This design comes from an exercise in tuning for small area on the open sky130 flow, not from production work. The RTL was checked by simulation tests, not by an equivalence proof against the original design. Power figures rest on the tool's default switching activity, not on a simulated workload.

==> job 5559 <==
Design sobel_window, start of the top module:
module sobel_window (
  input  wire        clk,
  input  wire        n_rst,
  input  wire        start_shift,
  input  wire        start_read,
  input  wire [1:0]  shift_direc,
  input  wire [7:0]  data_r,
  input  wire [3:0]  count,
  input  wire        start_calculations,
  input  wire        start_t_grad,
  output wire [3:0]  count_o,
  output wire        read_done,
  output wire        shift_done,
  output wire [71:0] window,
  output wire        h_done,
  output wire        v_done,
  output wire [7:0]  g
);
  wire [0:8][7:0] windowBufferOut;
  wire [10:0] sa;
  wire [10:0] sb;
  windowBuffer window_buffer (.clk(clk), .n_rst(n_rst), .start_shift(start_shift), .start_read(start_read), .shift_direc(shift_direc), .data_r(data_r), .count(count), .count_o(count_o), .read_done(read_done), .shift_done(shift_done), .windowBufferOut(windowBufferOut));
  horizontal_gradient grad_sums (.windowBuffer(windowBufferOut), .sa(sa), .sb(sb));
  total_gradient total_grad (.sa(sa), .sb(sb), .en(start_calculations & start_t_grad), .g(g));
  assign h_done = start_calculations;
  assign v_done = start_calculations;
  genvar i;
  generate
    for (i = 0; i < 9; i = i + 1) begin : g_win
      assign window[8*i +: 8] = windowBufferOut[i];
    end
  endgenerate
endmodule
export LEC_CHECK = 0
export CAP_MARGIN = 20
export CORE_MARGIN = 2
export CORE_UTILIZATION = 50
export SLEW_MARGIN = 20
export SYNTH_HIERARCHICAL = 1
export SYNTH_MINIMUM_KEEP_SIZE = 0
create_clock -name core_clock -period 12.0 [get_ports {clk}]
standard.sh (not shown) runs the stock make flow with config.mk's settings and CLKGATE_MAP_FILE= SYNTH_SCRIPT=/design/flow/synth_recipe.tcl, a recipe that flattens the netlist after the stock synthesis.
==> flow/flow/run.sh <==
#!/bin/bash
# Own layout flow: the standard layout (standard.sh) with three changes,
# made on a private copy of the ORFS scripts:
#  - Yosys's ABC mapping script drops its buffering and gate up/down-sizing
#    passes (buffer -c, upsize -c, dnsize -c), so gates stay minimum size;
#    timing repair in OpenROAD still sizes what the clock period needs.
#  - port buffers are buf_1 cells instead of the default delay buffer;
#  - clock tree synthesis uses clkbuf_4 cells, clusters of at most 8 sinks and no dummy loads.
# Each tool's full output stays in the ORFS log folder (orfs/logs/...);
# make's own output goes to flow_make.log here.
set -uo pipefail
W=$PWD
rm -rf "$W/scripts_local"
cp -r "$FLOW_HOME/scripts" "$W/scripts_local"
sed -i -e '/^buffer -c$/d' -e '/^upsize -c$/d' -e '/^dnsize -c$/d' "$W/scripts_local/abc_speed.script"
bash standard.sh \
  "SCRIPTS_DIR=$W/scripts_local" \
  "BUFFER_PORTS_ARGS=-buffer_cell sky130_fd_sc_hd__buf_1" \
  "CTS_ARGS=-sink_clustering_enable -repair_clock_nets -buf_list sky130_fd_sc_hd__clkbuf_4 -sink_clustering_size 8 -dont_use_dummy_load" \
  finish > "$W/flow_make.log" 2>&1
rc=$?
tail -40 "$W/flow_make.log"
exit $rc
==> job 3709: changes against job 5559 <==
--- a/flow/design.v
+++ b/flow/design.v
@@ -20,31 +20,38 @@
   wire d1 = ~shift_direc[1] &  shift_direc[0];
   wire d2 =  shift_direc[1] & ~shift_direc[0];
   wire d3 =  shift_direc[1] &  shift_direc[0];
   wire sl = sh & d1;
   wire sr = sh & d2;
   wire sd = sh & d3;
-  wire [15:0] c;
-  genvar j;
-  generate
-    for (j = 0; j < 16; j = j + 1) begin : g_c
-      assign c[j] = (count == j);
-    end
-  endgenerate
+  wire [3:0] lo, hi;
+  assign lo[0] = ~count[1] & ~count[0];
+  assign lo[1] = ~count[1] &  count[0];
+  assign lo[2] =  count[1] & ~count[0];
+  assign lo[3] =  count[1] &  count[0];
+  assign hi[0] = ~count[3] & ~count[2];
+  assign hi[1] = ~count[3] &  count[2];
+  assign hi[2] =  count[3] & ~count[2];
+  assign hi[3] =  count[3] &  count[2];
+  wire r0 = rd & d0;
+  wire r1 = rd & d1;
+  wire r2 = rd & d2;
+  wire r3 = rd & d3;
+  wire rlo = rd & hi[0];
   wire [8:0] w;
-  assign w[0] = rd & ((d0 & c[6]) | (d2 & c[2]) | (d3 & c[0]));
-  assign w[1] = rd & ((d0 & c[7]) | (d3 & c[1]));
-  assign w[2] = rd & ((d0 & c[8]) | (~d0 & ~d2 & c[2]));
-  assign w[3] = rd & ((d0 & c[3]) | (d2 & c[1]));
-  assign w[4] = rd & d0 & c[4];
-  assign w[5] = rd & ((d0 & c[5]) | (d1 & c[1]));
-  assign w[6] = rd & ~shift_direc[0] & c[0];
-  assign w[7] = rd & d0 & c[1];
-  assign w[8] = rd & ((d0 & c[2]) | (d1 & c[0]));
+  assign w[0] = (r0 & hi[1] & lo[2]) | (r2 & hi[0] & lo[2]) | (r3 & hi[0] & lo[0]);
+  assign w[1] = (r0 & hi[1] & lo[3]) | (r3 & hi[0] & lo[1]);
+  assign w[2] = (r0 & hi[2] & lo[0]) | (rlo & shift_direc[0] & lo[2]);
+  assign w[3] = (r0 & hi[0] & lo[3]) | (r2 & hi[0] & lo[1]);
+  assign w[4] = r0 & hi[1] & lo[0];
+  assign w[5] = (r0 & hi[1] & lo[1]) | (r1 & hi[0] & lo[1]);
+  assign w[6] = rlo & ~shift_direc[0] & lo[0];
+  assign w[7] = r0 & hi[0] & lo[1];
+  assign w[8] = (r0 & hi[0] & lo[2]) | (r1 & hi[0] & lo[0]);
   wire cnt_low = ~count[3] & ~count[2] & ~(count[1] & count[0]);
-  wire valid = cnt_low | (d0 & (~count[3] | c[8]) );
+  wire valid = cnt_low | (d0 & (~count[3] | (hi[2] & lo[0])));
   wire clr = rd & ~valid;
   wire busy = sl | sr | sd | clr;
   wire [8:0] h = ~({9{busy}} | w);
   ao_sel #(3) u_n0 (.s({h[0], sl, w[0]}),         .x({windowBuffer[0], windowBuffer[1], data_r}),                   .y(windowBufferNext[0]));
   ao_sel #(4) u_n1 (.s({h[1], sl, sr, w[1]}),     .x({windowBuffer[1], windowBuffer[2], windowBuffer[0], data_r}),  .y(windowBufferNext[1]));
   ao_sel #(3) u_n2 (.s({h[2], sr, w[2]}),         .x({windowBuffer[2], windowBuffer[1], data_r}),                   .y(windowBufferNext[2]));
@@ -70,20 +77,39 @@
 module ao_sel #(parameter N = 5)
 (
   input  wire [N-1:0]       s,
   input  wire [N-1:0][7:0]  x,
   output wire [7:0]         y
 );
-  integer k;
-  reg [7:0] acc;
-  always_comb begin
-    acc = 8'd0;
-    for (k = 0; k < N; k = k + 1)
-      acc = acc | ({8{s[k]}} & x[k]);
-  end
-  assign y = acc;
+  genvar b;
+  generate
+    for (b = 0; b < 8; b = b + 1) begin : g_bit
+      wire t3n;
+      aoi222 u_t3 (.a1(s[N-1]), .a2(x[N-1][b]), .b1(s[N-2]), .b2(x[N-2][b]), .c1(s[N-3]), .c2(x[N-3][b]), .y(t3n));
+      if (N == 3) begin : g_n3
+        assign y[b] = ~t3n;
+      end else if (N == 4) begin : g_n4
+        wire t1n;
+        nand2m u_t1 (.a(s[0]), .b(x[0][b]), .y(t1n));
+        nand2m u_o (.a(t3n), .b(t1n), .y(y[b]));
+      end else begin : g_n5
+        wire t2n;
+        aoi22 u_t2 (.a1(s[1]), .a2(x[1][b]), .b1(s[0]), .b2(x[0][b]), .y(t2n));
+        nand2m u_o (.a(t3n), .b(t2n), .y(y[b]));
+      end
+    end
+  endgenerate
+endmodule
+module aoi222 (input wire a1, input wire a2, input wire b1, input wire b2, input wire c1, input wire c2, output wire y);
+  assign y = ~((a1 & a2) | (b1 & b2) | (c1 & c2));
+endmodule
+module aoi22 (input wire a1, input wire a2, input wire b1, input wire b2, output wire y);
+  assign y = ~((a1 & a2) | (b1 & b2));
+endmodule
+module nand2m (input wire a, input wire b, output wire y);
+  assign y = ~(a & b);
 endmodule
 module horizontal_gradient
 (
   input  wire [0:8][7:0] windowBuffer,
   output wire [10:0]     sa,
   output wire [10:0]     sb
@@ -135,21 +161,27 @@
 (
   input  wire [7:0] a,
   input  wire [7:0] b,
   output wire [8:0] d
 );
   wire [8:0] c;
-  assign d[0] = a[0] ^ b[0];
-  assign c[1] = a[0] | ~b[0];
+  xor2m u_s0 (.a(a[0]), .b(b[0]), .y(d[0]));
+  ornm  u_c0 (.a(a[0]), .b(b[0]), .y(c[1]));
   genvar i;
   generate
     for (i = 1; i < 8; i = i + 1) begin : g_fa
       fa1 u_fa (.a(a[i]), .b(~b[i]), .c(c[i]), .s(d[i]), .co(c[i+1]));
     end
   endgenerate
   assign d[8] = c[8];
+endmodule
+module xor2m (input wire a, input wire b, output wire y);
+  assign y = a ^ b;
+endmodule
+module ornm (input wire a, input wire b, output wire y);
+  assign y = a | ~b;
 endmodule
 module total_gradient
 (
   input  wire [10:0] sa,
   input  wire [10:0] sb,
   input  wire        en,
@@ -157,41 +189,41 @@
 );
   wire okA = ~sa[10] & sa[9] & (sa[8] ^ sa[7]) & (sa[8] | (|sa[6:0]));
   wire okB = ~sb[10] & sb[9] & (sb[8] ^ sb[7]) & (sb[8] | (|sb[6:0]));
   wire sat = ~(okA & okB);
   wire sA = sa[7];
   wire sB = sb[7];
-  wire [6:0] a, nb;
-  genvar i;
-  generate
-    for (i = 0; i < 7; i = i + 1) begin : g_x
-      assign a[i]  = sa[i] ^ sA;
-      assign nb[i] = ~(sb[i] ^ sB);
-    end
-  endgenerate
-  wire [7:0] c;
-  assign c[0] = sA | ~sB;
-  generate
-    for (i = 0; i < 7; i = i + 1) begin : g_cmp
-      maj3 u_maj (.a(a[i]), .b(nb[i]), .c(c[i]), .y(c[i+1]));
+  wire [6:0] oa, ob;
+  assign oa[0] = 1'b0;
+  assign ob[0] = 1'b0;
+  genvar i;
+  generate
+    for (i = 1; i < 7; i = i + 1) begin : g_or
+      assign oa[i] = oa[i-1] | sa[i-1];
+      assign ob[i] = ob[i-1] | sb[i-1];
+    end
+  endgenerate
+  wire [6:0] ua, nub;
+  generate
+    for (i = 0; i < 7; i = i + 1) begin : g_abs
+      assign ua[i]  = sa[i] ^ (sA & oa[i]);
+      assign nub[i] = ~(sb[i] ^ (sB & ob[i]));
+    end
+  endgenerate
+  wire [7:1] c;
+  assign c[1] = ua[0] | nub[0];
+  generate
+    for (i = 1; i < 7; i = i + 1) begin : g_cmp
+      maj3 u_maj (.a(ua[i]), .b(nub[i]), .c(c[i]), .y(c[i+1]));
     end
   endgenerate
   wire ge = c[7];
-  wire [6:0] m0;
+  wire [6:0] m;
   generate
     for (i = 0; i < 7; i = i + 1) begin : g_sel
-      assign m0[i] = (ge & a[i]) | (~ge & ~nb[i]);
-    end
-  endgenerate
-  wire ms = ge ? sA : sB;
-  wire [7:0] k;
-  wire [6:0] m;
-  assign k[0] = ms;
-  generate
-    for (i = 0; i < 7; i = i + 1) begin : g_inc
-      ha1 u_ha (.a(m0[i]), .b(k[i]), .s(m[i]), .co(k[i+1]));
+      assign m[i] = (ge & ua[i]) | (~ge & ~nub[i]);
     end
   endgenerate
   assign g[0] = en & sat;
   assign g[7:1] = {7{en}} & ({7{sat}} | m);
 endmodule
 module maj3 (input wire a, input wire b, input wire c, output wire y);
==> flow/flow/run.sh (replaced) <==
#!/bin/bash
# Own layout flow: the standard layout (standard.sh) with three changes,
# made on a private copy of the ORFS scripts:
#  - Yosys's ABC mapping script drops its buffering and gate up/down-sizing
#    passes (buffer -c, upsize -c, dnsize -c), so gates stay minimum size,
#    and its mapper (&nf) may relax delay for area (-R 1000) and permute
#    pins (-p); timing repair in OpenROAD still sizes what the clock period
#    needs.
#  - port buffers are buf_1 cells instead of the default delay buffer;
#  - clock tree synthesis uses clkbuf_8 cells and no dummy loads.
# Each tool's full output stays in the ORFS log folder (orfs/logs/...);
# make's own output goes to flow_make.log here.
set -uo pipefail
W=$PWD
rm -rf "$W/scripts_local"
cp -r "$FLOW_HOME/scripts" "$W/scripts_local"
sed -i -e '/^buffer -c$/d' -e '/^upsize -c$/d' -e '/^dnsize -c$/d' -e 's/^&nf$/\&nf -R 1000 -p/' "$W/scripts_local/abc_speed.script"
bash standard.sh \
  "SCRIPTS_DIR=$W/scripts_local" \
  "BUFFER_PORTS_ARGS=-buffer_cell sky130_fd_sc_hd__buf_1" \
  "CTS_ARGS=-sink_clustering_enable -repair_clock_nets -buf_list sky130_fd_sc_hd__clkbuf_8 -dont_use_dummy_load" \
  finish > "$W/flow_make.log" 2>&1
rc=$?
tail -40 "$W/flow_make.log"
exit $rc
==> flow/config.mk (replaced) <==
export PLATFORM = sky130hd
export DESIGN_NAME = sobel_window
export DESIGN_NICKNAME = sobel_window
export VERILOG_FILES = /design/flow/design.v
export SDC_FILE = /design/flow/constraint.sdc
export NUM_CORES = 4
export LEC_CHECK = 0
export CAP_MARGIN = 20
export CORE_MARGIN = 2
export CORE_UTILIZATION = 65
export SLEW_MARGIN = 20
export SYNTH_HIERARCHICAL = 1
export SYNTH_MINIMUM_KEEP_SIZE = 0
==> qor summary <==
item                                                                               job 5559                  job 3709
Power in sequential cells                                                        0.000263 W                0.000260 W
Die X                                                                                110 µm                   94.9 µm
Fraction of standard cell area that is sequential                                     27.1%                     29.7%
Non-clock buffer count                                                                  148                       116
Number of multi-input combinational cells                                               368                       375
Met3 routed wirelength                                                              1800 µm                   2240 µm
Most common cell in the synthesized netlist                        sky130_fd_sc_hd__a22oi_1  sky130_fd_sc_hd__nand2_1
Buffers & Inverters on Critical Path                                                      8                         2
Static leakage                                                                      2.83 nW                   2.67 nW
Worst stage delay on the critical path                                              0.64 ns                   0.69 ns
Highest Clock Rate                                                                 85.2 MHz                  91.3 MHz
Post-Syn Instances                                                                      526                       512
Fraction of final layout cells with drive strength greater than 1                     16.4%                     3.49%
Status                                                             timing/DRC/antenna clean  timing/DRC/antenna clean

==> what the ideal ports hide <==
Ports are ideal in the flow. The routed layouts listed here were re-timed in OpenROAD.
Step 1 (the two cells are an assumption about what drives the block):
set clk [get_ports {clk}]
set_driving_cell -lib_cell sky130_fd_sc_hd__clkbuf_16 $clk
set_driving_cell -lib_cell sky130_fd_sc_hd__buf_2 [delete_from_list [all_inputs] $clk]
Step 2 also shifts input and output timing later by t, the mid clock arrival at the registers, as if the neighbouring blocks saw the same clock.
Slacks: ideal ports / drivers / drivers and shift; pairs: ideal ports / drivers.
run	shift t [ns]	slack for setup (ns)	slew at the worst register clock pin (ns)
job 5559	0.465	0.260 / 0.231 / 0.696	0.12 / 0.12
job 3709	0.362	1.050 / 1.020 / 1.382	0.09 / 0.09
After both steps setup and hold are still met in every run listed.
